This design comes from an exercise in tuning for small area and a short achievable clock period on the open sky130 flow, not from production work. Only simulation tests tie the RTL to the original design; equivalence was not proved. Power figures rest on the tool's default switching activity, not on a simulated workload.

## flow/design.v (module list and top-level ports; edited modules follow where they fit)
// module muitiplier: 2224 lines
// module mul_fa: 4 lines
// module mul_ha: 4 lines
module muitiplier(
    input clk,rstn,
    input pipeline_muitiplier_flush,
    input pipeline_muitiplier_stall,
    input [4:0] pipeline_muitiplier_subtype,
    input [31:0] pipeline_muitiplier_din1,
    input [31:0] pipeline_muitiplier_din2,
    output [31:0] muitiplier_pipeline_dout
);
  // ...
==> flow/run.sh <==
#!/bin/bash
# synth_recipe.tcl (not shown) runs the flow's synth.tcl, then flattens the netlist and writes it again
# the make line also repeats each setting of config.mk as NAME=value (left out here)
make -C /OpenROAD-flow-scripts/flow DESIGN_CONFIG=/design/flow/config.mk WORK_HOME=/design/flow/orfs CLKGATE_MAP_FILE= SYNTH_SCRIPT=/design/flow/synth_recipe.tcl finish
==> flow/config.mk <==
export PLATFORM = sky130hd
export DESIGN_NAME = muitiplier
export DESIGN_NICKNAME = muitiplier
export VERILOG_FILES = /design/flow/design.v
export SDC_FILE = /design/flow/constraint.sdc
export NUM_CORES = 4
export LEC_CHECK = 0
export ABC_AREA = 1
export CAP_MARGIN = 20
export CORE_MARGIN = 2
export CORE_UTILIZATION = 55
export SETUP_SLACK_MARGIN = 5
export SLEW_MARGIN = 20
export SYNTH_HIERARCHICAL = 1
==> flow/constraint.sdc <==
create_clock -name core_clock -period 12.0 [get_ports {clk}]
set_input_delay 2.4000 -clock core_clock [delete_from_list [all_inputs] [get_ports {clk}]]
set_output_delay 2.4000 -clock core_clock [all_outputs]
set_load 0.01 [all_outputs]
==> out/qor.csv, run 1 <==
metric,value,unit
grt_first_pass_wirelength,148,mm
wl_met1,37.5,mm
clkSlewWorstSetupHoldPaths,70,ps
syn_inst,2658,
synth_area,0.0265,mm2
wl_met3,12.8,mm
rsz0062_at_grt,true,
clock_area_frac,0.0210,
p_seq,0.00129,W
floorplan.initialDensity,0.556,
swShare,0.478,
p_total,0.00842,W
n_antenna_cell,0,
post_cts_resized,15,
startpoint_type,primary input,
min_period,6960,ps
final_common_cell,xor2_1,
power_frac_clock,0.067,
tap_cells,615,
path_common_cell,fa_1,
cts_tree,done,
drv_cap,0,
wirelength,100,mm
place.gp.congestion,0.916,
placeableCoreArea,0.0476,mm2
timing.rr.start,zero,
endpoint,r0[34],
antenna_left,0,
dp_slack,4280,ps
yosys.area_share.simple,0.0480,
pg_clk,0.000563,W
power_frac_seq,0.153,
clk_latency,490,ps
slowest_delay,670,ps
vdd_ir_drop_max,0.276,mV
highest_layer,met5,
multi_input_area_share,0.749,
grt_pass1_vias,23200,
status,timing/DRC/antenna clean,
ioPinCount,105,
die-area,0.0500,mm2
==> run 2, diff against run 1 <==
--- a/flow/config.mk
+++ b/flow/config.mk
@@ -12,3 +12,4 @@
 export SETUP_SLACK_MARGIN = 5
 export SLEW_MARGIN = 20
 export SYNTH_HIERARCHICAL = 1
+export TNS_END_PERCENT = 5
==> run 2 against run 1 <==
Sequential power about the same. Core utilization is 0.24 points lower. Critical path depth stayed put. Synthesized cell count unchanged. Clock power is essentially flat. Synthesized area is the same. Critical endpoint is now r0[31]. Maximum frequency decreased by 3.1%. Sequential share of layout area barely moved. Count of clock-buffer cells in the layout did not move. Combinational power fell by 0.8%. Design area down 0.40%.
==> out/qor.csv, run 2 <==
metric,value,unit,change
startpoint_type,primary input,,
routedWlPerCell,30.9,um,
cp_num_buf_inv,3,,
hold_buffers,0,,
vdd_ir_drop_max,0.275,mV,-0.37%
ys_seq_elements,118,,
yosysTopAreaCell,fa_1,,
layout_common_cells,"xor2_1 (524), o22ai_1 (508), fa_1 (469), ha_1 (149), nor2_1 (145)",,
cts_root_buffer,clkbuf_16,,
syn_to_final_growth,8.00,%,
final_common_cell,xor2_1,,
die_w,223,um,
synth_warnings,7,,
synth_commonest_cells,"xor2_1 (525), o22ai_1 (508), fa_1 (469)",,
ys_async_sr_fraction,0,,
synth_ff_type,edfxtp_1,,
hold_start,hi,,
clk_latency,490,ps,about the same
grt.total_usage,0.407,,
place.gp.congestion,0.916,,unchanged
slew_viol_final,0,,
synth_area,0.0265,mm2,unchanged
reg_top3,"r0 x51, r1 x51, rl x14",,
grt_antenna_before_repair,2,,
final.setup.tns,0,ps,
drt_iter0_drc,2968,,
grt_first_pass_wirelength,148,mm,about the same
grt_pass1_vias,23300,,+0.12%
die-area,0.0500,mm2,unchanged
die_height,223,um,
fin_util,0.601,,
wirelength,99.7,mm,-0.27%
grt.overflow.total,0,,
placeableCoreArea,0.0476,mm2,unchanged
finalHoldViolCount,0,,
io_buffers,104,,
cp_max_fo,32,,
crit_path_cell_trace,buf_2 > buf_4 > nand2_1 > buf_4 > o22ai_1 > fa_1 > fa_1 > fa_1 > fa_1 > fa_1 > fa_1,,
num-nets-final,3296,,
drc,0,,
layout-drive-gt1-share,0.0764,,
htreeDepth,4,,
cts_tree,done,,
slowest_delay,610,ps,-60 ps
setup_violations,0,,
critPathKind,primary input to flop,,
place_hpwl,67.1,mm,
fill_cells,4063,,
worstPathArrival,7400,ps,
status,timing/DRC/antenna clean,,
antenna_left,0,,unchanged
rows,80,,
vias,22500,,
rsz0062_at_grt,true,,
postSynthAreaPerCell,9.97,um2,
cts_sinks,118,,
hp-class,flop to flop,,
fin_crit_sh,0.598,,
path_common_cell,fa_1,,
clockBufferDepth,2,,
syn_nets,3349,,
clkSlewWorstSetupHoldPaths,60,ps,about the same
max_slew.worst_pin.slew,1020,ps,
drv_cap,0,,unchanged
synthDistinctLibCells,42,,
finClkSkew,0,ps,
cp-end-kind,flop,,
fmax,139,MHz,
min_period,7170,ps,+219 ps
grt_max_degree,67,,
yosys-top-cells-area,"fa_1 (35%), xor2_1 (17%), edfxtp_1 (13%), o22ai_1 (12%), ha_1 (7.0%)",,
syn_inst,2658,,unchanged
startpoint,pipeline_muitiplier_din2[1],,
timing.rr.start,zero,,
viasPerCell,6.94,,
firstDrtPassIters,6,,
cts-buffers-inserted,17,,
synth_most_common_cell,xor2_1,,
crit_family,adder cells,,
yosysSeqAreaShare,0.133,,
cpMaxStageDelayCell,o22ai_1,,
floorplan.initialDensity,0.556,,unchanged
p_leak,11.8,nW,
synth_edf_count,116,,
ioPinCount,105,,unchanged
n_antenna_cell,0,,unchanged
power.density,292,mW/mm2,
synth_top_area_share,0.354,,
relSlewSlack,0.316,,
crit_required,12230,ps,
==> run 2: changes by cell type in the layout (fill, tap and decap cells not counted), moves of 2 or more <==
| cell | before | now |
|---|---|---|
| clkinvlp_4 | 8 | 5 |
| inv_1 | 119 | 122 |
| clkdlybuf4s50_1 | 85 | 87 |
| nand2_1 | 116 | 118 |
==> run 2: path summary, 6_finish.rpt <==
| kind | to | slack [ps] | cells after the start |
|---|---|---|---|
| worst max-delay path | r0[31] | 4830 | 11 |
| worst min-delay path | hi | 850 | 3 |
| worst max register to register | zero | 9980 | 2 |
| worst min register to register | hi | 850 | 3 |
==> run 2: area by class of cell <==
type                       instances  area (um2)  area share
multi-input combinational       2131       21500       0.750
sequential                       118        3520       0.123
timing repair buffer             199        1730      0.0604
tap                              615         769      0.0269
inverter                         138         534      0.0187
clock buffer                      18         429      0.0150
clock inverter                    14         175     0.00612
==> run 2: stage by stage <==
stage	setup WS, ps	hold WS (ps)	total power (W)	area [um2]	std cells
after floorplan	5520	711	0.00561	26500	2658
after global placement	4380	829	0.00748	27800	3194
after detailed placement	4280	844	0.00770	27800	3194
after CTS	4930	853	0.00831	28500	3226
after global routing	4790	873	0.00917	28600	3233
final	4830	852	0.00837	28600	3233
==> run 2: logic make-up (layout without fill, tap and decap cells) <==
family,Yosys count,count (layout),share of synthesized area
buffers and inverters,409,369,0.0613
AO/OA/AOI/OAI,653,653,0.152
flip-flops,118,118,0.133
AND/OR/NAND/NOR,311,311,0.0480
adder cells (fa/ha/maj),618,618,0.425
other,1,1,0.000142
XOR/XNOR,548,548,0.181
==> run 2: routing by layer <==
layer / wire, um / track usage
met4: 6230 / 0.226
met3: 12600 / 0.120
met2: 43100 / 0.602
met1: 37600 / 0.537
met5: 159 / 0.0186
==> run 2: power by group <==
part,total [W],switching (W),internal [W]
Sequential,0.00129,0.0000729,0.00121
Clock,0.000562,0.000235,0.000327
Combinational,0.00652,0.00370,0.00282
Total,0.00837,0.00401,0.00436
==> run 2: what timing repair did <==
action                     in CTS  in global routing
setup endpoints to repair      21                 42
setup buffers                   0                  7
pin swaps                       0                  0
resized for setup               7                 23
cloned                          0                  0
==> run 2: Yosys stat by module, one instance, submodules excluded <==
| module | copies in the design | flip-flops and latches | cell area [um2] |
|---|---|---|---|
| mul_fa | 469 | 0 | 20.0 |
| mul_ha | 105 | 0 | 12.5 |
| muitiplier | 1 | 118 | 15800 |
==> run 2: worst register-to-register path: stages (launching register included) <==
cell and delay, ps:
dfxtp_1 960, inv_1 690, o21ai_0 300
==> run 3, diff against run 2 <==
==> flow/flow/run.sh (new file) <==
#!/bin/bash
# The standard ORFS layout (standard.sh) with three changes:
#  - every port still gets a buffer, but a buf_2 instead of the slow
#    clkdlybuf4s50_1 that buffer_ports picks by default;
#  - clock tree synthesis without dummy loads;
#  - timing repair aims for the setup slack in SETUP_SLACK_MARGIN below.
set -euo pipefail
export BUFFER_PORTS_ARGS="-buffer_cell sky130_fd_sc_hd__buf_2"
export CTS_ARGS="-sink_clustering_enable -repair_clock_nets -dont_use_dummy_load"
export SETUP_SLACK_MARGIN=5
bash standard.sh > standard_flow.log 2>&1
==> flow/standard.sh (new file) <==
#!/bin/bash
# synth_recipe.tcl (not shown) runs the flow's synth.tcl, then flattens the netlist and writes it again
# the make line also repeats each setting of config.mk as NAME=value (left out here)
make -C /OpenROAD-flow-scripts/flow DESIGN_CONFIG=/design/flow/config.mk WORK_HOME=/design/flow/orfs CLKGATE_MAP_FILE= SYNTH_SCRIPT=/design/flow/synth_recipe.tcl "${@:-finish}"
--- a/flow/config.mk
+++ b/flow/config.mk
@@ -9,7 +9,5 @@
 export CAP_MARGIN = 20
 export CORE_MARGIN = 2
 export CORE_UTILIZATION = 55
-export SETUP_SLACK_MARGIN = 5
 export SLEW_MARGIN = 20
 export SYNTH_HIERARCHICAL = 1
-export TNS_END_PERCENT = 5
removed: flow/run.sh
==> run 3 against run 2 <==
Still clean. Design area fell by 2.3%. Synthesized area did not move. Global-route usage shrank 0.55 points. Critical path depth increased by 1. Synthesized cell count unchanged. Worst setup slack better by 170 ps. Clock power shrank 24%. Non-clock buffer count decreased by 6. Sequential share of layout area is 0.29 points higher. Combinational power hardly changed. Clock skew unchanged. Critical endpoint is now r0[29]. Largest cell class unchanged.
==> out/qor.csv, run 3 <==
metric,value,unit,change
die_w,223,um,unchanged
n_antenna_cell,0,,unchanged
io_buffers,104,,unchanged
synth_ff_type,edfxtp_1,,
firstDrtPassIters,6,,unchanged
vias,22500,,+0.30%
final_common_cell,xor2_1,,
placeableCoreArea,0.0476,mm2,unchanged
r2r_end,zero,,
synth_area,0.0265,mm2,unchanged
viasPerCell,7.01,,+0.95%
clkSlewWorstSetupHoldPaths,50,ps,about the same
hold_start,hi,,
yosys-top-cells-area,"fa_1 (35%), xor2_1 (17%), edfxtp_1 (13%), o22ai_1 (12%), ha_1 (7.0%)",,
placed_cells,3190,,-0.13%
syn_inst,2658,,unchanged
drv_cap,0,,unchanged
htreeDepth,4,,unchanged
intPower,0.00426,W,-2.4%
num-nets-final,3290,,-0.18%
clk_latency,480,ps,about the same
final.setup.tns,0,ps,unchanged
clockBufferDepth,2,,unchanged
wl_met3,13.0,mm,+2.8%
yosysTopAreaCell,fa_1,,
startpoint_type,primary input,,
crit_required,12220,ps,about the same
setup_violations,0,,unchanged
rows,80,,unchanged
startpoint,pipeline_muitiplier_din2[0],,
synthDistinctLibCells,42,,unchanged
antenna_left,0,,unchanged
synth_commonest_cells,"xor2_1 (525), o22ai_1 (508), fa_1 (469)",,
grt_antenna_before_repair,0,,-2
ioPinCount,105,,unchanged
max_slew.worst_pin.slew,989,ps,-35.3 ps
drc,0,,unchanged
ys_seq_elements,118,,unchanged
syn_to_final_growth,5.49,%,
wl_met2,43.3,mm,+0.33%
die_height,223,um,unchanged
drt_iter0_drc,2797,,-5.8%
cp_max_fo,30,,-6.3%
synth_warnings,7,,unchanged
swShare,0.484,,+0.00529
critPathKind,primary input to flop,,
grt.total_usage,0.401,,-0.00552
finalHoldViolCount,0,,unchanged
endpoint,r0[29],,
highest_layer,met4,,
r2r_setup_slack,10030,ps,+50 ps
cts-buffers-inserted,17,,unchanged
hp-class,flop to flop,,
hold_buffers,0,,unchanged
power_frac_seq,0.155,,about the same
die-area,0.0500,mm2,unchanged
floorplan.initialDensity,0.556,,unchanged
p_switching,0.00399,W,-0.34%
power.density,295,mW/mm2,+0.92%
cts_sinks,118,,unchanged
slew_viol_final,0,,unchanged
layoutNonFillerInstCount,3212,,-0.65%
grt.overflow.total,0,,unchanged
cp-end-kind,flop,,
place.gp.congestion,0.937,,+2.3%
synth_edf_count,116,,unchanged
timing.rr.start,zero,,
syn_nets,3349,,unchanged
finalWorstSetupSlack,5000,ps,+175 ps
rsz0062_at_grt,true,,
status,timing/DRC/antenna clean,,
finClkSkew,0,ps,unchanged
routedWlPerCell,30.6,um,-0.77%
fill_cells,4138,,+1.8%
dp_slack,4290,ps,+6.61 ps
cts_tree,done,,
postSynthAreaPerCell,9.97,um2,unchanged
reg_top3,"r0 x51, r1 x51, rl x14",,
cts_root_buffer,clkbuf_16,,
rr_worst_depth,2,,unchanged
place_hpwl,65.6,mm,-2.2%
fmax,143,MHz,+2.5%
ys_async_sr_fraction,0,,unchanged
relSlewSlack,0.339,,+0.0234
wirelength,98.3,mm,-1.4%
grt_first_pass_wirelength,147,mm,-0.67%
min_period,7000,ps,-175 ps
vdd_ir_drop_max,0.283,mV,+3.0%
fin_crit_sh,0.583,,-0.0146
comb_power_share,0.793,,+0.014
layout_common_cells,"xor2_1 (523), o22ai_1 (508), fa_1 (469), ha_1 (149), nor2_1 (146)",,
layout-drive-gt1-share,0.103,,+0.0264
worstPathArrival,7220,ps,-180 ps
grt_max_degree,64,,-4.5%
grt_pass1_vias,23600,,+1.5%
yosysSeqAreaShare,0.133,,unchanged
p_leak,11.7,nW,-0.40%
wl_met1,36.5,mm,-3.0%
synth_most_common_cell,xor2_1,,
power_frac_clock,0.052,,-0.015
synth_top_area_share,0.354,,unchanged
-- run 3: changes by cell type in the layout (fill, tap and decap cells not counted), moves of 4 or more --
| cell | delta |
|---|---|
| clkinvlp_4 | -5 |
| buf_2 | +91 |
| clkinv_1 | -4 |
| buf_4 | -8 |
| inv_6 | -4 |
| clkdlybuf4s50_1 | -87 |
-- run 3: metal layers --
metal / GRT usage / vias up
met3: 0.142 / 419
met2: 0.594 / 1757
met4: 0.221 / 0
met5: 0 / -
met1: 0.516 / 11300
li1: - / 9000
-- run 3: worst min path at each step --
| stage | endpoint | slack, ps | cells past startpoint |
|---|---|---|---|
| 4_1_cts | hi | 840 | 3 |
| 2_1_floorplan | zero | 710 | 3 |
| 6_report | hi | 840 | 3 |
| 3_5_place_dp | hi | 830 | 3 |
| 5_1_grt | hi | 910 | 3 |
| 3_3_place_gp | hi | 820 | 3 |
-- run 3: Yosys stat by module, one instance, submodules excluded --
module / copies in the design / cells inside / flops+latches
muitiplier: 1 / 2084 / 118
mul_ha: 105 / 1 / 0
mul_fa: 469 / 1 / 0
-- run 3: what timing repair did --
item | 4_1_cts | 5_1_grt
gates resized for setup | 9 | 18
endpoints found under the setup margin | 35 | 39
endpoints found under the hold margin | 0 | 0
pin swaps | 0 | 3
setup buffers | 0 | 5
-- run 3: final cells by class --
| cell class | count | area (um2) | area share |
|---|---|---|---|
| Tap cell | 615 | 769 | 0.0275 |
| Clock buffer | 17 | 425 | 0.0152 |
| Multi-Input combinational cell | 2131 | 21500 | 0.768 |
| Sequential cell | 118 | 3520 | 0.126 |
| Inverter | 138 | 523 | 0.0187 |
| Timing Repair Buffer | 193 | 1240 | 0.0443 |
-- run 3: critical path: stages --
cell,delay (ps)
buf_2,150
inv_1,60
buf_4,450
nand2_1,400
buf_4,430
o22ai_1,490
fa_1,530
fa_1,510
fa_1,430
fa_1,400
fa_1,520
fa_1,430
-- run 3: metrics by stage --
stage,power [W],cell area [um2],hold slack [ps],utilization
after global placement,0.00751,27400,820,0.575
after detailed placement,0.00773,27400,832,0.575
final,0.00825,28000,842,0.587
after floorplan,0.00561,26500,711,-
after CTS,0.00819,27900,840,0.585
after global routing,0.00908,28000,913,0.587
-- run 3: kinds of logic (layout without fill, tap and decap cells) --
logic type               count (synthesis)  count (layout)  share of synthesized area
AO/OA/AOI/OAI                          653             653                      0.152
XOR/XNOR                               548             548                      0.181
adder cells (fa/ha/maj)                618             618                      0.425
buffers and inverters                  409             348                     0.0613
flip-flops                             118             118                      0.133
other                                    1               1                   0.000142
AND/OR/NAND/NOR                        311             311                     0.0480
-- run 3: power by group through the flow --
stage | combinational [W] | clock [W] | sequential [W]
5_1_grt | 0.00733 | 0.000452 | 0.00130
4_1_cts | 0.00647 | 0.000438 | 0.00128
2_1_floorplan | 0.00434 | 0 | 0.00126
6_report | 0.00654 | 0.000427 | 0.00128
3_3_place_gp | 0.00622 | 0 | 0.00129
3_5_place_dp | 0.00644 | 0 | 0.00129
==> run 4, diff against run 3 <==
--- a/flow/flow/run.sh
+++ b/flow/flow/run.sh
@@ -6,6 +6,6 @@
 #  - timing repair aims for the setup slack in SETUP_SLACK_MARGIN below.
 set -euo pipefail
 export BUFFER_PORTS_ARGS="-buffer_cell sky130_fd_sc_hd__buf_2"
-export CTS_ARGS="-sink_clustering_enable -repair_clock_nets -dont_use_dummy_load"
+export CTS_ARGS="-sink_clustering_enable -repair_clock_nets -dont_use_dummy_load -buf_list {sky130_fd_sc_hd__clkbuf_4 sky130_fd_sc_hd__clkbuf_8}"
 export SETUP_SLACK_MARGIN=5
 bash standard.sh > standard_flow.log 2>&1
==> run 4 against run 3 <==
Die area unchanged. Design area down 0.80%. Core utilization shrank 0.47 points. Maximum frequency grew 1.4%. Combinational power barely moved. Largest power group unchanged.
==> out/qor.csv, run 4 <==
metric,value,unit,change
cts_root_buffer,clkbuf_8,,
io_buffers,104,,unchanged
synth_ff_type,edfxtp_1,,
drc,0,,unchanged
register_area,0.00352,mm2,unchanged
place.gp.congestion,0.937,,unchanged
max_slew.worst_pin.slew,972,ps,-18.0 ps
syn_nets,3349,,unchanged
critPathKind,primary input to flop,,
hold_depth,3,,unchanged
cp-end-kind,flop,,
synth_mux_area_frac,0,,unchanged
multi_input_area,0.0215,mm2,about the same
crit_path_cell_trace,buf_2 > buf_6 > nor2_1 > o21ai_4 > buf_4 > o22ai_1 > xor2_1 > fa_1 > fa_1 > fa_1 > fa_1 > fa_1 > fa_1,,
final.setup.tns,0,ps,unchanged
path_common_cell,fa_1,,
drt_iter0_drc,2819,,+0.79%
synth_area,0.0265,mm2,unchanged
ys_seq_elements,118,,unchanged
grt.overflow.total,0,,unchanged
final_common_cell,xor2_1,,
ys_async_sr_fraction,0,,unchanged
synth_warnings,7,,unchanged
placeableCoreArea,0.0476,mm2,unchanged
hold_buffers,0,,unchanged
n_antenna_cell,0,,unchanged
grt_pass1_vias,23600,,+0.017%
startpoint_type,primary input,,
power.density,293,mW/mm2,-0.72%
synth_edf_count,116,,unchanged
cts-buffers-inserted,17,,unchanged
synth_compound_area_frac,0.152,,unchanged
cts_tree,done,,
synthDistinctLibCells,42,,unchanged
syn_to_final_growth,4.64,%,
num-nets-final,3285,,-0.15%
yosys-top-cells-area,"fa_1 (35%), xor2_1 (17%), edfxtp_1 (13%), o22ai_1 (12%), ha_1 (7.0%)",,
grt_first_pass_wirelength,147,mm,-0.27%
hp-class,flop to flop,,
antenna_left,0,,unchanged
vias,22300,,-0.81%
layout-drive-gt1-share,0.101,,-0.00134
routedWlPerCell,30.6,um,about the same
yosysTopAreaCell,fa_1,,
finalHoldViolCount,0,,unchanged
floorplan.initialDensity,0.556,,unchanged
fin_crit_sh,0.575,,-0.00811
reg_top3,"r0 x51, r1 x51, rl x14",,
cpMaxStageDelayCell,fa_1,,
clkSlewWorstSetupHoldPaths,70,ps,+20 ps
grt_max_degree,64,,unchanged
clk_latency,550,ps,+70 ps
slew_viol_final,0,,unchanged
grt.total_usage,0.400,,-0.000941
layout_common_cells,"xor2_1 (523), o22ai_1 (508), fa_1 (469), ha_1 (149), nor2_1 (145)",,
finClkSkew,0,ps,unchanged
rows,80,,unchanged
synthAdderAreaFrac,0.425,,unchanged
die_w,223,um,unchanged
ioPinCount,105,,unchanged
crit_required,12280,ps,+60 ps
rr_worst_depth,2,,unchanged
synth_commonest_cells,"xor2_1 (525), o22ai_1 (508), fa_1 (469)",,
firstDrtPassIters,9,,+3
synth_most_common_cell,xor2_1,,
drv_cap,0,,unchanged
grt_antenna_before_repair,0,,unchanged
setup_violations,0,,unchanged
die_height,223,um,unchanged
synth_top_family_by_area,adder cells,,
cts_sinks,118,,unchanged
slowest_delay,520,ps,about the same
htreeDepth,4,,unchanged
rsz0062_at_grt,true,,
relSlewSlack,0.351,,+0.0120
place_hpwl,65.6,mm,unchanged
clockBufferDepth,2,,unchanged
fmax,145,MHz,+1.4%
cts_setup_buffers,0,,unchanged
vdd_ir_drop_max,0.292,mV,+3.0%
syn_inst,2658,,unchanged
worstPathArrival,7190,ps,-30 ps
yosysSeqAreaShare,0.133,,unchanged
synth_top_area_share,0.354,,unchanged
viasPerCell,6.97,,-0.65%
wirelength,98.1,mm,-0.22%
status,timing/DRC/antenna clean,,
fill_cells,4147,,+0.22%
min_period,6900,ps,-97.4 ps
cp_max_fo,35,,+17%
yosys.area_share.simple,0.0480,,unchanged
postSynthAreaPerCell,9.97,um2,unchanged
holdWs,852,ps,+10.6 ps
p_leak,11.6,nW,-0.93%
synth-xor-area-share,0.181,,unchanged
die-area,0.0500,mm2,unchanged
[run 4: cell counts after synthesis]
Identical to the previous run, type by type.
[run 4: final timing paths]
kind | from | endpoint | slack, ps
min reg2reg | hi | hi | 850
min | hi | hi | 850
max reg2reg | zero | zero | 9990
max | pipeline_muitiplier_din2[7] | r0[40] | 5100
[run 4: cells by family after synthesis]
family,count (synthesis)
buffers and inverters,409
AO/OA/AOI/OAI,653
XOR/XNOR,548
flip-flops,118
adder cells (fa/ha/maj),618
AND/OR/NAND/NOR,311
other,1
[run 4: layer usage]
metal / vias up / share of wire / GRT usage
met3: 400 / 0.13 / 0.132
met5: - / 0 / 0
li1: 8981 / - / -
met4: 0 / 0.056 / 0.223
met2: 1756 / 0.44 / 0.592
met1: 11200 / 0.37 / 0.520
[run 4: modules after synthesis (local to each module, per instance)]
module / times used / flip-flops and latches / cells
mul_fa: 469 / 0 / 1
mul_ha: 105 / 0 / 1
muitiplier: 1 / 118 / 2084
[run 4: critical path, delay by kind of cell]
family	cells	cell delay [ps]
AO/OA/AOI/OAI	2	600
AND/OR/NAND/NOR	1	180
XOR/XNOR	1	350
adder cells (fa/ha/maj)	6	2770
buffers and inverters	3	840
[run 4: timing repair]
action,4_1_cts,5_1_grt
pin swaps,0,1
resized for setup,6,21
endpoints found under the setup margin,20,31
[run 4: cell type report]
cell class                      count  share of cell area
Tap cell                          615              0.0278
Multi-Input combinational cell   2131               0.775
Clock buffer                       17             0.00844
Inverter                          138              0.0189
Sequential cell                   118               0.127
Timing Repair Buffer              188              0.0432
[run 4: power breakdown]
part / switching [W] / internal, W
Sequential: 0.0000675 / 0.00121
Combinational: 0.00375 / 0.00281
Clock: 0.000168 / 0.000124
[run 4: per-stage QoR]
stage | worst slack (ps) | util | instances | area, um2 | total power, W
3_5_place_dp | 4290 | 0.575 | 3190 | 27400 | 0.00773
3_3_place_gp | 4360 | 0.575 | 3190 | 27400 | 0.00751
6_report | 5100 | 0.582 | 3207 | 27700 | 0.00813
5_1_grt | 4990 | 0.582 | 3207 | 27700 | 0.00893
2_1_floorplan | 5520 | - | 2658 | 26500 | 0.00561
4_1_cts | 5000 | 0.580 | 3207 | 27600 | 0.00805
==> run 5, diff against run 4 <==
--- a/flow/flow/run.sh
+++ b/flow/flow/run.sh
@@ -7,5 +7,5 @@
 set -euo pipefail
 export BUFFER_PORTS_ARGS="-buffer_cell sky130_fd_sc_hd__buf_2"
 export CTS_ARGS="-sink_clustering_enable -repair_clock_nets -dont_use_dummy_load -buf_list {sky130_fd_sc_hd__clkbuf_4 sky130_fd_sc_hd__clkbuf_8}"
-export SETUP_SLACK_MARGIN=5
+export SETUP_SLACK_MARGIN=5.6
 bash standard.sh > standard_flow.log 2>&1
==> run 5 against run 4 <==
Maximum frequency up 6.6%. Core utilization up 3.5 points. Worst setup slack improved by 430 ps. Wire length up 4.7%. Worst hold slack got worse by 3.2 ps. Combinational power grew 5.0%. Sequential share of layout area down 0.71 points. Highest routed layer unchanged.
==> out/qor.csv, run 5 <==
metric,value,unit,change
status,timing/DRC/antenna clean,,
p_switching,0.00415,W,+4.1%
drt_iter0_drc,3176,,+13%
place_hpwl,67.1,mm,+2.2%
yosysTopAreaCell,fa_1,,
relSlewSlack,0.336,,-0.0153
die_w,223,um,unchanged
placeableCoreArea,0.0476,mm2,unchanged
grt_pass1_vias,23200,,-1.9%
syn_to_final_growth,10.9,%,
vdd_ir_drop_max,0.337,mV,+16%
cts-buffers-inserted,17,,unchanged
p_leak,12.3,nW,+6.2%
rr_worst_depth,2,,unchanged
power_frac_clock,0.034,,-0.002
grt.total_usage,0.400,,-0.000404
die_height,223,um,unchanged
layoutNonFillerInstCount,3299,,+2.9%
finClkSkew,0,ps,unchanged
num-nets-final,3376,,+2.8%
rows,80,,unchanged
fin_crit_sh,0.540,,-0.0357
hold_start,hi,,
fin_util,0.617,,+0.0346
die-area,0.0500,mm2,unchanged
synth_most_common_cell,xor2_1,,
final_common_cell,xor2_1,,
synth_commonest_cells,"xor2_1 (525), o22ai_1 (508), fa_1 (469)",,
worstPathArrival,6750,ps,-440 ps
ys_async_sr_fraction,0,,unchanged
clockBufferDepth,2,,unchanged
antenna_left,0,,unchanged
drc,0,,unchanged
synthDistinctLibCells,42,,unchanged
synth-xor-area-share,0.181,,unchanged
synth_top_family_by_area,adder cells,,
clk_latency,560,ps,about the same
register_area,0.00352,mm2,unchanged
drv_cap,0,,unchanged
syn_inst,2658,,unchanged
hold_depth,3,,unchanged
intPower,0.00430,W,+3.9%
postSynthAreaPerCell,9.97,um2,unchanged
power_frac_seq,0.152,,-0.005
synth_edf_count,116,,unchanged
grt_max_degree,61,,-4.7%
crit_required,12270,ps,about the same
grt_first_pass_wirelength,145,mm,-0.96%
synth_mux_area_frac,0,,unchanged
place.gp.congestion,0.968,,+3.3%
layout_common_cells,"xor2_1 (517), o22ai_1 (506), fa_1 (469), ha_1 (145), nor2_1 (134)",,
yosysSeqAreaShare,0.133,,unchanged
fmax,154,MHz,+6.6%
timing.rr.start,zero,,
slew_viol_final,0,,unchanged
dp_slack,4320,ps,+39.4 ps
clkSlewWorstSetupHoldPaths,80,ps,about the same
synth_area,0.0265,mm2,unchanged
synth_compound_area_frac,0.152,,unchanged
r2r_setup_slack,10060,ps,+70 ps
synth_top_area_share,0.354,,unchanged
swShare,0.491,,+0.000539
syn_nets,3349,,unchanged
min_to,hi,,
synth_ff_type,edfxtp_1,,
startpoint,pipeline_muitiplier_din2[17],,
critPathKind,primary input to flop,,
rsz0062_at_grt,true,,
r2r_end,zero,,
synthAdderAreaFrac,0.425,,unchanged
hp-class,flop to flop,,
cp_max_fo,24,,-31%
cp-end-kind,flop,,
multi_input_area,0.0218,mm2,+1.5%
finalHoldViolCount,0,,unchanged
finalWorstSetupSlack,5530,ps,+428 ps
routedWlPerCell,31.1,um,+1.8%
startpoint_type,primary input,,
viasPerCell,6.95,,-0.24%
cts_sinks,118,,unchanged
fill_cells,3964,,-4.4%
yosys-top-cells-area,"fa_1 (35%), xor2_1 (17%), edfxtp_1 (13%), o22ai_1 (12%), ha_1 (7.0%)",,
cts_root_buffer,clkbuf_8,,
wirelength,103,mm,+4.7%
yosys.area_share.simple,0.0480,,unchanged
grt_antenna_before_repair,2,,+2
htreeDepth,4,,unchanged
firstDrtPassIters,9,,unchanged
max_slew.worst_pin.slew,992,ps,+20.7 ps
power.density,288,mW/mm2,-1.8%
layout-drive-gt1-share,0.151,,+0.0499
grt.overflow.total,0,,unchanged
ys_seq_elements,118,,unchanged
io_buffers,104,,unchanged
cts_tree,done,,
ioPinCount,105,,unchanged
floorplan.initialDensity,0.556,,unchanged
vias,22900,,+2.6%
synth_warnings,7,,unchanged
setup_violations,0,,unchanged
placed_cells,3191,,+0.031%
reg_top3,"r0 x51, r1 x51, rl x14",,
min_period,6470,ps,-428 ps
final.setup.tns,0,ps,unchanged
comb_power_share,0.814,,+0.007
[run 5: power groups by stage]
stage / clock network (W) / logic (W) / registers [W]
finish: 0.000285 / 0.00688 / 0.00128
global placement: 0 / 0.00626 / 0.00129
CTS: 0.000296 / 0.00666 / 0.00129
global route: 0.000303 / 0.00761 / 0.00130
floorplan: 0 / 0.00435 / 0.00126
detailed placement: 0 / 0.00653 / 0.00129
[run 5: critical path, stage by stage]
cell	delay (ps)
buf_2	200
buf_12	230
clkinvlp_4	200
nand2_1	150
o21ai_4	90
buf_12	170
o22ai_1	160
xor2_1	270
fa_1	480
fa_1	520
fa_1	450
fa_1	400
fa_1	530
fa_1	430
[run 5: per-module statistics from Yosys, one instance, submodules excluded]
module      cells inside  copies in the design  area (um2)
mul_fa                 1                   469        20.0
mul_ha                 1                   105        12.5
muitiplier          2084                     1       15800
[run 5: logic make-up (layout without fill, tap and decap cells)]
group / Yosys count / after routing
and+or+nand+nor: 311 / 311
DFF: 118 / 118
xor gates and xnor gates: 548 / 548
AOI/OAI and AO/OA: 653 / 653
adders and majority gates: 618 / 618
buffers and inverters: 409 / 434
other: 1 / 2
[run 5: worst max path at each step]
stage | endpoint | slack (ps) | cells past startpoint
after global routing | muitiplier_pipeline_dout[20] | 5500 | 21
final | r0[36] | 5530 | 14
after CTS | r0[36] | 5540 | 13
after detailed placement | r0[36] | 4320 | 15
after floorplan | r0[38] | 5600 | 13
after global placement | r0[37] | 4340 | 15
[run 5: final cells by class]
type,count,area share
inverters,138,0.0193
repair buffers,279,0.0848
flip-flops and latches,118,0.120
well taps,615,0.0262
clock buffers,17,0.00796
diodes,1,0.0000852
multi-input cells,2131,0.742
[run 5: what timing repair did]
item,CTS,global route
pin swaps,8,32
hold buffers,0,0
cloned,1,14
resized for setup,99,87
endpoints found under the setup margin,74,52
buffers inserted,8,67
[run 5: per-stage QoR]
step	area (um2)	power (W)	hold slack, ps
finish	29400	0.00845	849
global placement	27400	0.00755	834
detailed placement	27400	0.00783	825
CTS	28200	0.00824	846
global route	29400	0.00922	909
floorplan	26500	0.00561	711
[run 5: layer usage]
metal / routed length (um) / vias to the layer above / part of all wire / global-route usage
li1: - / 9143 / - / -
met1: 37300 / 11500 / 0.36 / 0.511
met2: 45100 / 1844 / 0.44 / 0.599
met3: 14300 / 469 / 0.14 / 0.141
met4: 6060 / 0 / 0.059 / 0.212
met5: 0 / - / 0 / 0
==> run 6, diff against run 5 <==
--- a/flow/config.mk
+++ b/flow/config.mk
@@ -8,6 +8,6 @@
 export ABC_AREA = 1
 export CAP_MARGIN = 20
 export CORE_MARGIN = 2
-export CORE_UTILIZATION = 55
+export CORE_UTILIZATION = 70
 export SLEW_MARGIN = 20
 export SYNTH_HIERARCHICAL = 1
==> run 6 against run 5 <==
Worst setup slack better by 77 ps. Count of clock-buffer cells in the layout unchanged. Critical path depth unchanged. Largest power group unchanged.
==> out/qor.csv, run 6 <==
metric,value,unit,change
status,timing/DRC/antenna clean,,
grt_first_pass_wirelength,143,mm,-1.4%
synth_edf_count,116,,unchanged
fill_cells,2575,,-35%
yosys.area_share.simple,0.0480,,unchanged
p_total,0.00842,W,-0.37%
wl_met1,33.3,mm,-11%
power_frac_seq,0.153,,about the same
synth_area,0.0265,mm2,unchanged
final_common_cell,xor2_1,,
place_hpwl,62.8,mm,-6.4%
synthAdderAreaFrac,0.425,,unchanged
io_buffers,104,,unchanged
ioPinCount,105,,unchanged
dp_slack,4020,ps,-302 ps
wl_met2,42.0,mm,-6.8%
cts_root_buffer,clkbuf_8,,
p_switching,0.00415,W,about the same
slew_viol_final,0,,unchanged
worstPathArrival,6690,ps,-60 ps
yosysTopAreaCell,fa_1,,
layout_common_cells,"xor2_1 (521), o22ai_1 (506), fa_1 (469), ha_1 (145), buf_4 (137)",,
yosys-top-cells-area,"fa_1 (35%), xor2_1 (17%), edfxtp_1 (13%), o22ai_1 (12%), ha_1 (7.0%)",,
synth_most_common_cell,xor2_1,,
path_common_cell,fa_1,,
finClkSkew,0,ps,unchanged
power_frac_clock,0.036,,+0.002
syn_nets,3349,,unchanged
drt_iter0_drc,3923,,+24%
finalWorstSetupSlack,5600,ps,+77.0 ps
syn_inst,2658,,unchanged
relSlewSlack,0.347,,+0.0107
drv_cap,0,,unchanged
fin_crit_sh,0.533,,-0.00642
synth_commonest_cells,"xor2_1 (525), o22ai_1 (508), fa_1 (469)",,
die_w,199,um,-11%
slowest_delay,570,ps,+40 ps
antenna_left,0,,unchanged
drc,0,,unchanged
grt_antenna_before_repair,5,,+3
min_period,6400,ps,-77.0 ps
critPathKind,primary input to flop,,
firstDrtPassIters,9,,unchanged
clk_latency,570,ps,about the same
hp-class,flop to flop,,
cp_max_fo,33,,+38%
vdd_ir_drop_max,0.472,mV,+40%
startpoint_type,primary input,,
finalHoldViolCount,0,,unchanged
rows,71,,-11%
wl_met3,16.6,mm,+16%
multi_input_area,0.0218,mm2,-0.16%
yosysSeqAreaShare,0.133,,unchanged
grt.total_usage,0.506,,+0.106
synth_top_family_by_area,adder cells,,
register_area,0.00352,mm2,unchanged
cp_num_buf_inv,4,,unchanged
synth_mux_area_frac,0,,unchanged
clkSlewWorstSetupHoldPaths,70,ps,about the same
clockBufferDepth,2,,unchanged
synth_ff_type,edfxtp_1,,
cts_tree,done,,
final.setup.tns,0,ps,unchanged
synth_compound_area_frac,0.152,,unchanged
highest_layer,met5,,
synthDistinctLibCells,42,,unchanged
routedWlPerCell,31.3,um,+0.61%
cpMaxStageDelayCell,fa_1,,
die_height,199,um,-11%
reg_top3,"r0 x51, r1 x51, rl x14",,
cts-buffers-inserted,17,,unchanged
ys_async_sr_fraction,0,,unchanged
syn_to_final_growth,10.6,%,
place.gp.congestion,1.00,,+3.6%
grt.overflow.total,0,,unchanged
vias,24000,,+4.8%
crit_required,12300,ps,+30 ps
htreeDepth,4,,unchanged
p_leak,12.4,nW,+0.24%
fin_area,0.0293,mm2,-0.26%
setup_violations,0,,unchanged
cts_sinks,118,,unchanged
comb_power_share,0.812,,-0.002
max_slew.worst_pin.slew,978,ps,-13.9 ps
rsz0062_at_grt,true,,
fmax,156,MHz,+1.2%
synth-xor-area-share,0.181,,unchanged
grt_pass1_vias,24000,,+3.4%
die-area,0.0394,mm2,-21%
postSynthAreaPerCell,9.97,um2,unchanged
crit_family,adder cells,,
dpl_cell_area,0.0273,mm2,-0.47%
holdWs,831,ps,-18.5 ps
cp-end-kind,flop,,
swShare,0.493,,+0.00161
num-nets-final,3390,,+0.41%
synth_top_area_share,0.354,,unchanged
grt_max_degree,63,,+3.3%
intPower,0.00427,W,-0.68%
synth_warnings,7,,unchanged
ys_seq_elements,118,,unchanged
viasPerCell,7.48,,+7.7%
layout-drive-gt1-share,0.155,,+0.00403
floorplan.initialDensity,0.707,,+0.151
placeableCoreArea,0.0375,mm2,-21%
power.density,287,mW/mm2,-0.10%
wirelength,101,mm,-2.1%
crit_path_cell_trace,buf_2 > buf_12 > nor2_1 > nor2_1 > inv_1 > buf_12 > a21oi_4 > xor2_2 > fa_1 > fa_1 > fa_1 > fa_1 > fa_1 > fa_1,,
## run 6: changes by cell type in the layout (fill, tap and decap cells not counted), sizes merged, moves of 2 or more
cell / before / now
clkinvlp: 10 / 12
clkinv: 3 / 6
diode: 1 / 3
clkbuf: 35 / 32
buf: 260 / 278
inv: 125 / 119
## run 6: stage by stage
stage / instances / utilization
3_3_place_gp: 3088 / 0.727
2_1_floorplan: 2658 / -
6_report: 3211 / 0.782
4_1_cts: 3128 / 0.749
5_1_grt: 3209 / 0.781
3_5_place_dp: 3088 / 0.727
## run 6: power by group through the flow
stage / clock network [W] / logic (W) / registers [W]
floorplan: 0 / 0.00435 / 0.00126
global placement: 0 / 0.00606 / 0.00129
detailed placement: 0 / 0.00633 / 0.00129
CTS: 0.000305 / 0.00649 / 0.00128
global route: 0.000313 / 0.00745 / 0.00130
finish: 0.000301 / 0.00683 / 0.00129
## run 6: metal layers
layer  GRT usage  vias to the layer above
li1            -                     9182
met1       0.621                    11600
met2       0.719                     2473
met3       0.235                      772
met4       0.327                        6
met5           0                        -
## run 6: timing repair
item,4_1_cts,5_1_grt
endpoints found under the hold margin,0,0
resized for setup,95,105
pin swaps,18,20
buffers inserted,23,68
hold buffers,0,0
endpoints found under the setup margin,87,44
cloned,0,12
## run 6: per-module statistics from Yosys (local to each module, per instance)
module      times used  flip-flops and latches  cell area (um2)
mul_ha             105                       0             12.5
mul_fa             469                       0             20.0
muitiplier           1                     118            15800
## run 6: final cells by class
cell class | count | area share
multi-input cells | 2131 | 0.743
flip-flops and latches | 118 | 0.120
repair buffers | 293 | 0.0866
well taps | 511 | 0.0218
inverters | 138 | 0.0205
clock buffers | 17 | 0.00799
diodes | 3 | 0.000256
## run 6: path summary, 6_finish.rpt
kind	start	to	slack (ps)	cells past startpoint
worst max-delay path	pipeline_muitiplier_din2[1]	r0[36]	5600	14
worst min-delay path	hi	hi	830	3
worst max register to register	zero	zero	9940	2
worst min register to register	hi	hi	830	3
## run 6: cells by family after synthesis
family	count (synthesis)
AND/OR/NAND/NOR	311
AO/OA/AOI/OAI	653
adder cells (fa/ha/maj)	618
flip-flops	118
other	1
buffers and inverters	409
XOR/XNOR	548
## run 6: worst min-delay path, cell delays in order (launching register included)
cell	delay [ps]
dfxtp_1	300
buf_4	240
o21ai_0	200
nor2_1	40

==> separate check: timing with driven ports <==
The results above use ideal ports. As a check the final layouts listed here were re-extracted and re-timed, cells and wires unchanged.
Step 1 (the two cells are an assumption about what drives the block):
set clk [get_ports {clk}]
set_driving_cell -lib_cell sky130_fd_sc_hd__clkbuf_16 $clk
set_driving_cell -lib_cell sky130_fd_sc_hd__buf_2 [delete_from_list [all_inputs] $clk]
Step 2 moves the port delays by t, midway between the first and last clock arrival at a register: inputs arrive t later, outputs are due t later. That takes back most of the time a late clock gives input paths.
a / b / c = ideal / step 1 / step 2; a / b = the first two.
run | shift t [ns] | setup slack, ns | worst hold slack (ns) | slew at the worst register clock pin (ns)
run 1 | 0.561 | 5.045 / 5.085 / 4.524 | 0.850 / 0.850 / 0.850 | 0.07 / 0.07
run 2 | 0.558 | 4.826 / 4.864 / 4.306 | 0.852 / 0.852 / 0.852 | 0.07 / 0.07
run 3 | 0.538 | 5.001 / 5.036 / 4.498 | 0.842 / 0.842 / 0.842 | 0.06 / 0.06
run 4 | 0.599 | 5.098 / 5.103 / 4.504 | 0.852 / 0.852 / 0.852 | 0.09 / 0.09
run 5 | 0.605 | 5.526 / 5.562 / 4.957 | 0.849 / 0.849 / 0.849 | 0.08 / 0.08
run 6 | 0.621 | 5.603 / 5.601 / 5.013 | 0.831 / 0.831 / 0.831 | 0.08 / 0.08
After both steps setup and hold are still met in every run listed. The setup slack of run 4, which loses most, moves by +0.005 ns with the drivers and by -0.594 ns with both steps.
